This design comes from an exercise in tuning for small area and a short achievable clock period on the open sky130 flow, not from production work.
Only simulation tests tie the RTL to the original design; equivalence was not proved.
No activity file was given, so power comes from the tool's default toggle rates.

==> flow/design.v (excerpt) <==
module alpha_mean
(
    input   wire            clk                 ,
    input   wire            rst_n               ,
    input   wire            win_vld             ,
    input   wire  [199:0]   win                 ,
    output  reg             mean_vld            ,
    output  reg     [ 7:0]  mean_data
);
==> flow/config.mk <==
export PLATFORM = sky130hd
export DESIGN_NAME = alpha_mean
export DESIGN_NICKNAME = alpha_mean
export VERILOG_FILES = /design/flow/design.v
export SDC_FILE = /design/flow/constraint.sdc
export NUM_CORES = 4
export LEC_CHECK = 0
export ABC_AREA = 1
export CAP_MARGIN = 20
export CELL_PAD_IN_SITES_DETAIL_PLACEMENT = 1
export CELL_PAD_IN_SITES_GLOBAL_PLACEMENT = 2
export CORE_AREA = 2.3 2.72 456.78 456.96
export CTS_CLUSTER_DIAMETER = 100
export CTS_CLUSTER_SIZE = 30
export DIE_AREA = 0 0 459.0 459.0
export GPL_TIMING_DRIVEN = 1
export PLACE_DENSITY = 0.5
export SLEW_MARGIN = 20
export TNS_END_PERCENT = 5
==> flow/constraint.sdc <==
create_clock -name core_clock -period 12.0 [get_ports {clk}]
set_input_delay 2.4000 -clock core_clock [delete_from_list [all_inputs] [get_ports {clk}]]
set_output_delay 2.4000 -clock core_clock [all_outputs]
set_load 0.01 [all_outputs]
standard.sh (not shown) runs the stock make flow with config.mk's settings and CLKGATE_MAP_FILE= SYNTH_SCRIPT=/design/flow/synth_recipe.tcl, a recipe that flattens the netlist after the stock synthesis.
==> flow/flow/run.sh <==
#!/bin/bash
# The standard layout (standard.sh, unchanged synthesis), with ORFS's
# repair_timing asked to reach 8.1 ns of setup slack instead of 0, and every
# input and output port buffered with sky130_fd_sc_hd__buf_1 (instead of the
# delay cell buffer_ports picks by default).
# The clock period and all constraints are the design's.
export SETUP_SLACK_MARGIN=8.1
export BUFFER_PORTS_ARGS="-buffer_cell sky130_fd_sc_hd__buf_1"
bash standard.sh > standard.log 2>&1
The starting point completed with no timing, DRC or antenna violations.
Edit:
==> flow/flow/run.sh (replaced) <==
#!/bin/bash
# The standard layout (standard.sh, unchanged synthesis), with ORFS's
# repair_timing asked to reach 8.5 ns of setup slack instead of 0.
# The clock period and all constraints are the design's.
export SETUP_SLACK_MARGIN=8.5
bash standard.sh > standard.log 2>&1
Settings changed: CELL_PAD_IN_SITES_DETAIL_PLACEMENT 1 to unset, CELL_PAD_IN_SITES_GLOBAL_PLACEMENT 2 to unset, CORE_AREA 2.3 2.72 456.78 456.96 to unset, CORE_MARGIN set to 2, CORE_UTILIZATION set to 55, CTS_CLUSTER_DIAMETER 100 to 150, DIE_AREA 0 0 459.0 459.0 to unset, GPL_TIMING_DRIVEN 1 to unset, PLACE_DENSITY 0.5 to 0.65, TNS_END_PERCENT 5 to unset.
What happened: Now the flow ended with an error in global routing on GRT-0116. Area after synthesis is unchanged. Synthesized cell count is unchanged.

========
alpha_mean again, from the RTL that the note above started with.
clock: 12.0 ns
lec_check: 0
abc_area: 1
cap_margin: 20
cell_pad_in_sites_detail_placement: 1
cell_pad_in_sites_global_placement: 2
core_area: 2.3 2.72 456.78 456.96
cts_cluster_diameter: 100
cts_cluster_size: 30
die_area: 0 0 459.0 459.0
place_density: 0.5
slew_margin: 20
tns_end_percent: 5
==> flow/flow/run.sh <==
#!/bin/bash
# The standard layout (standard.sh, unchanged synthesis), with ORFS's
# repair_timing asked to reach 8.4 ns of setup slack instead of 0.
# The clock period and all constraints are the design's.
export SETUP_SLACK_MARGIN=8.4
bash standard.sh > standard.log 2>&1
The starting point completed without violations.
Change:
==> flow/flow/run.sh (replaced) <==
#!/bin/bash
# The standard layout (standard.sh, unchanged synthesis), with ORFS's
# repair_timing asked to reach 8.0 ns of setup slack instead of 0.
# The clock period and all constraints are the design's.
export SETUP_SLACK_MARGIN=8.0
bash standard.sh > standard.log 2>&1
==> flow/config.mk (replaced) <==
export PLATFORM = sky130hd
export DESIGN_NAME = alpha_mean
export DESIGN_NICKNAME = alpha_mean
export VERILOG_FILES = /design/flow/design.v
export SDC_FILE = /design/flow/constraint.sdc
export NUM_CORES = 4
export LEC_CHECK = 0
export ABC_AREA = 1
export CAP_MARGIN = 20
export CORE_AREA = 2.3 2.72 429.64 429.76
export CTS_CLUSTER_DIAMETER = 100
export CTS_CLUSTER_SIZE = 30
export DIE_AREA = 0 0 431.8 431.8
export PLACE_DENSITY = 0.55
export SLEW_MARGIN = 20
Result: The changed run completed with no timing, DRC or antenna violations. Sequential power decreases by about 1%. Via count decreases by 5.0%. Setup slack loses 260 ps. Non-clock buffer count decreases by 198. Utilization increases by 1.6 points. Wire length decreases by 17%. Final cell count decreases by 4.2%. Area after synthesis does not change. Sequential share of layout area increases by 1.6 points.
Change:
--- a/flow/config.mk
+++ b/flow/config.mk
@@ -8,8 +8,10 @@
 export ABC_AREA = 1
 export CAP_MARGIN = 20
-export CORE_AREA = 2.3 2.72 429.64 429.76
+export CELL_PAD_IN_SITES_DETAIL_PLACEMENT = 1
+export CELL_PAD_IN_SITES_GLOBAL_PLACEMENT = 2
+export CORE_AREA = 2.3 2.72 456.78 456.96
 export CTS_CLUSTER_DIAMETER = 100
 export CTS_CLUSTER_SIZE = 30
-export DIE_AREA = 0 0 431.8 431.8
-export PLACE_DENSITY = 0.55
+export DIE_AREA = 0 0 459.0 459.0
+export PLACE_DENSITY = 0.5
 export SLEW_MARGIN = 20
- fmax is about the same
- power rises by 7.6%
- global-route usage rises by 0.46 points
- worst hold slack gets worse by 23 ps
- design area rises by 1.2%
- clock skew rises by 9.5 ps
- setup slack gets better by 4.1 ps
Change:
==> flow/flow/run.sh (replaced) <==
#!/bin/bash
# The standard layout (standard.sh, unchanged synthesis), with ORFS's
# repair_timing asked to reach 8.3 ns of setup slack instead of 0, and every
# input and output port buffered with sky130_fd_sc_hd__buf_1 (instead of the
# delay cell buffer_ports picks by default).
# The clock period and all constraints are the design's.
export SETUP_SLACK_MARGIN=8.3
export BUFFER_PORTS_ARGS="-buffer_cell sky130_fd_sc_hd__buf_1"
bash standard.sh > standard.log 2>&1
--- a/flow/config.mk
+++ b/flow/config.mk
@@ -14,4 +14,6 @@
 export CTS_CLUSTER_SIZE = 30
 export DIE_AREA = 0 0 459.0 459.0
+export GPL_TIMING_DRIVEN = 1
 export PLACE_DENSITY = 0.5
 export SLEW_MARGIN = 20
+export TNS_END_PERCENT = 5
What happened: Total power rises by 2.4%; non-clock buffer count rises by 137; wire length rises by about 3.5%; combinational power hardly moves; via count rises by about 2.6%.

========
== v13 ==
Starting RTL as in the previous note.
Settings: LEC_CHECK=0, ABC_AREA=1, CAP_MARGIN=20, CELL_PAD_IN_SITES_DETAIL_PLACEMENT=1, CELL_PAD_IN_SITES_GLOBAL_PLACEMENT=2, CORE_AREA=2.3 2.72 456.78 456.96, CTS_CLUSTER_DIAMETER=100, CTS_CLUSTER_SIZE=30, DIE_AREA=0 0 459.0 459.0, PLACE_DENSITY=0.5, SLEW_MARGIN=20; clock period 12.0 ns.
==> flow/flow/run.sh <==
#!/bin/bash
# The standard layout (standard.sh, unchanged synthesis), with ORFS's
# repair_timing asked to reach 8.3 ns of setup slack instead of 0.
# The clock period and all constraints are the design's.
export SETUP_SLACK_MARGIN=8.3
bash standard.sh > standard.log 2>&1
The inputs of v26 differ from those of v13 as listed below.
- GPL_TIMING_DRIVEN newly set to 1
- TNS_END_PERCENT newly set to 5
==> flow/flow/run.sh <==
#!/bin/bash
# The standard layout (standard.sh, unchanged synthesis), with ORFS's
# repair_timing asked to reach 8.45 ns of setup slack instead of 0, and every
# input and output port buffered with sky130_fd_sc_hd__buf_1 (instead of the
# delay cell buffer_ports picks by default).
# The clock period and all constraints are the design's.
export SETUP_SLACK_MARGIN=8.45
export BUFFER_PORTS_ARGS="-buffer_cell sky130_fd_sc_hd__buf_1"
bash standard.sh > standard.log 2>&1
Findings:
No stage failed in v26, and the final checks on the layout all came back clean. On sequential share of layout area, v13 and v26 are basically level. Compared with v13, in v26 internal portion of total power now larger, cell area down 540 sq um, via count now sits higher, share of final layout cell area taken by non-clock buffers lower, reported sequential group power has remained practically unchanged. Measured against each other, v13 and v26 differ in final setup skew, the lower figure coming from v13.
For v41, these inputs were changed with respect to v26:
- removing GPL_TIMING_DRIVEN (formerly 1)
- removing TNS_END_PERCENT (formerly 5)
==> flow/flow/run.sh <==
#!/bin/bash
# The standard layout (standard.sh, unchanged synthesis), with ORFS's
# repair_timing asked to reach 8.3 ns of setup slack instead of 0, and every
# input and output port buffered with sky130_fd_sc_hd__buf_1 (instead of the
# delay cell buffer_ports picks by default).
# The clock period and all constraints are the design's.
export SETUP_SLACK_MARGIN=8.3
export BUFFER_PORTS_ARGS="-buffer_cell sky130_fd_sc_hd__buf_1"
bash standard.sh > standard.log 2>&1
--- outcome ---
- Both conditions hold for v41: the flow ran to the end and the final layout passed the timing, DRC and antenna checks.
- Cmp v26 and v41 / detailed route wirelength on metal3 / higher: v41
- v41 consumes more power than v26 does.
- Looking at worst setup slack across both flows, v41 is the stronger of the two, with v26 trailing.
- In the tables for v26 and v41, total length of routed met2 wires reads higher with v41.
- v26 → v41: share of the core filled with cells in the final layout up 0.69 points, combinational power was more or less identical.
- Fmax was lower in v26 than in v41.
- Minimum clock period came out lower on v41 than on v26.
[inputs] v39 vs v41
- swapping 0 0 459.0 459.0 for 0 0 418.21 418.21 in DIE_AREA
- putting GPL_TIMING_DRIVEN at 1 where nothing was set
- swapping 0.5 for 0.55 in PLACE_DENSITY
- swapping 30 for 20 in CTS_CLUSTER_SIZE
- swapping 2.3 2.72 456.78 456.96 for 2.3 2.72 415.84 416.16 in CORE_AREA
- swapping 100 for 80 in CTS_CLUSTER_DIAMETER
==> flow/flow/run.sh <==
#!/bin/bash
# The standard layout (standard.sh, unchanged synthesis), with ORFS's
# repair_timing asked to reach 8.1 ns of setup slack instead of 0, and every
# input and output port buffered with sky130_fd_sc_hd__buf_1 (instead of the
# delay cell buffer_ports picks by default).
# The clock period and all constraints are the design's.
export SETUP_SLACK_MARGIN=8.1
export BUFFER_PORTS_ARGS="-buffer_cell sky130_fd_sc_hd__buf_1"
bash standard.sh > standard.log 2>&1
[summary]
v39 has sequential share of layout area above what v41 had.
Re share of async-settable or async-resettable flops after synthesis: no difference whatsoever between v39 and v41.
Taking v41 as the reference, in v39 total stage count of the critical path down 5, portion of total power attributed to combinational logic down 1.3 points, slack of the worst reg-to-reg path saw a decrease, final worst-path cycle share increased by 1.9 points relative to the old numbers, total design power level.
Between v41 and v39, part of the power in the clock network increased.
The core of v39 is more densely filled than that of v41.
Taking v41 as the reference, in v39 via count of the first global-routing pass roughly the same; number of cells in the finished layout apart from fillers went down.
For v6, these inputs were changed with respect to v39:
- a change of CTS_CLUSTER_DIAMETER from 80 to 100
- a change of CTS_CLUSTER_SIZE from 20 to 30
- a change of PLACE_DENSITY from 0.55 to 0.5
- a change of CORE_AREA from 2.3 2.72 415.84 416.16 to 2.3 2.72 456.78 456.96
- a change of DIE_AREA from 0 0 418.21 418.21 to 0 0 459.0 459.0
[summary]
v6 went all the way through the flow, and no timing, DRC or antenna check failed. There was hardly any difference in synthesized area per cell between v39 and v6. v6 and v39 ended up with roughly the same flip-flop and latch area. Run comparison: v6 cell type of the slowest stage on the worst timing path sky130_fd_sc_hd__fa_1; v39 cell type of the slowest stage on the worst timing path sky130_fd_sc_hd__clkinvlp_4. After detailed routing, v39 needs less wire than v6. Compared with v39, in v6 depth of the worst register-to-register path now sits at about the same level; global-route wire length before repair saw an increase. Final period demand of the worst path, v6 and v39, higher one = v39. Summary — die extent in y, v6 relative to v39: higher, by 9.8%. [compare] base=v39 new=v6: total net switching power fell by 2.4%; slack of the worst reg-to-reg path rose by 0.04 ns; maximum frequency from static timing analysis rose by about 0.9%; number of DRC markers after the initial detailed-route iteration fell by 428.

[separate check: timing with driven ports]
Ports are ideal in the flow. The routed layouts listed here were re-timed in OpenROAD. Step 1 (the two cells are an assumption about what drives the block):
set clk [get_ports {clk}]
set_driving_cell -lib_cell sky130_fd_sc_hd__clkbuf_16 $clk
set_driving_cell -lib_cell sky130_fd_sc_hd__buf_2 [delete_from_list [all_inputs] $clk]
Step 2 also shifts input and output timing later by t, the mid clock arrival at the registers, as if the neighbouring blocks saw the same clock. Three values: ideal ports, drivers, drivers and shift; two values: the first two.
| run | shift t [ns] | setup WS [ns] | worst setup path after step 2 | slew at the worst register clock pin (ns) |
|---|---|---|---|---|
| the first run of note 1 | 0.854 | 7.836 / 7.836 / 7.836 | register to register | 0.12 / 0.12 |
| the first run of note 2 | 0.832 | 8.129 / 8.129 / 8.129 | register to register | 0.12 / 0.12 |
| the second run of note 2 | 0.829 | 7.867 / 7.867 / 7.867 | register to register | 0.12 / 0.12 |
| the third run of note 2 | 0.823 | 7.871 / 7.871 / 7.871 | register to register | 0.12 / 0.12 |
| the fourth run of note 2 | 0.869 | 8.090 / 8.090 / 8.090 | register to register | 0.12 / 0.12 |
| v13 | 0.831 | 8.167 / 8.167 / 8.167 | register to register | 0.12 / 0.12 |
| v26 | 0.868 | 8.107 / 8.107 / 8.107 | register to register | 0.12 / 0.12 |
| v41 | 0.860 | 8.148 / 8.148 / 8.148 | register to register | 0.12 / 0.12 |
| v39 | 0.901 | 7.918 / 7.918 / 7.918 | register to register | 0.09 / 0.09 |
| v6 | 0.862 | 7.955 / 7.955 / 7.955 | register to register | 0.12 / 0.12 |
After both steps every run listed still meets setup and hold.
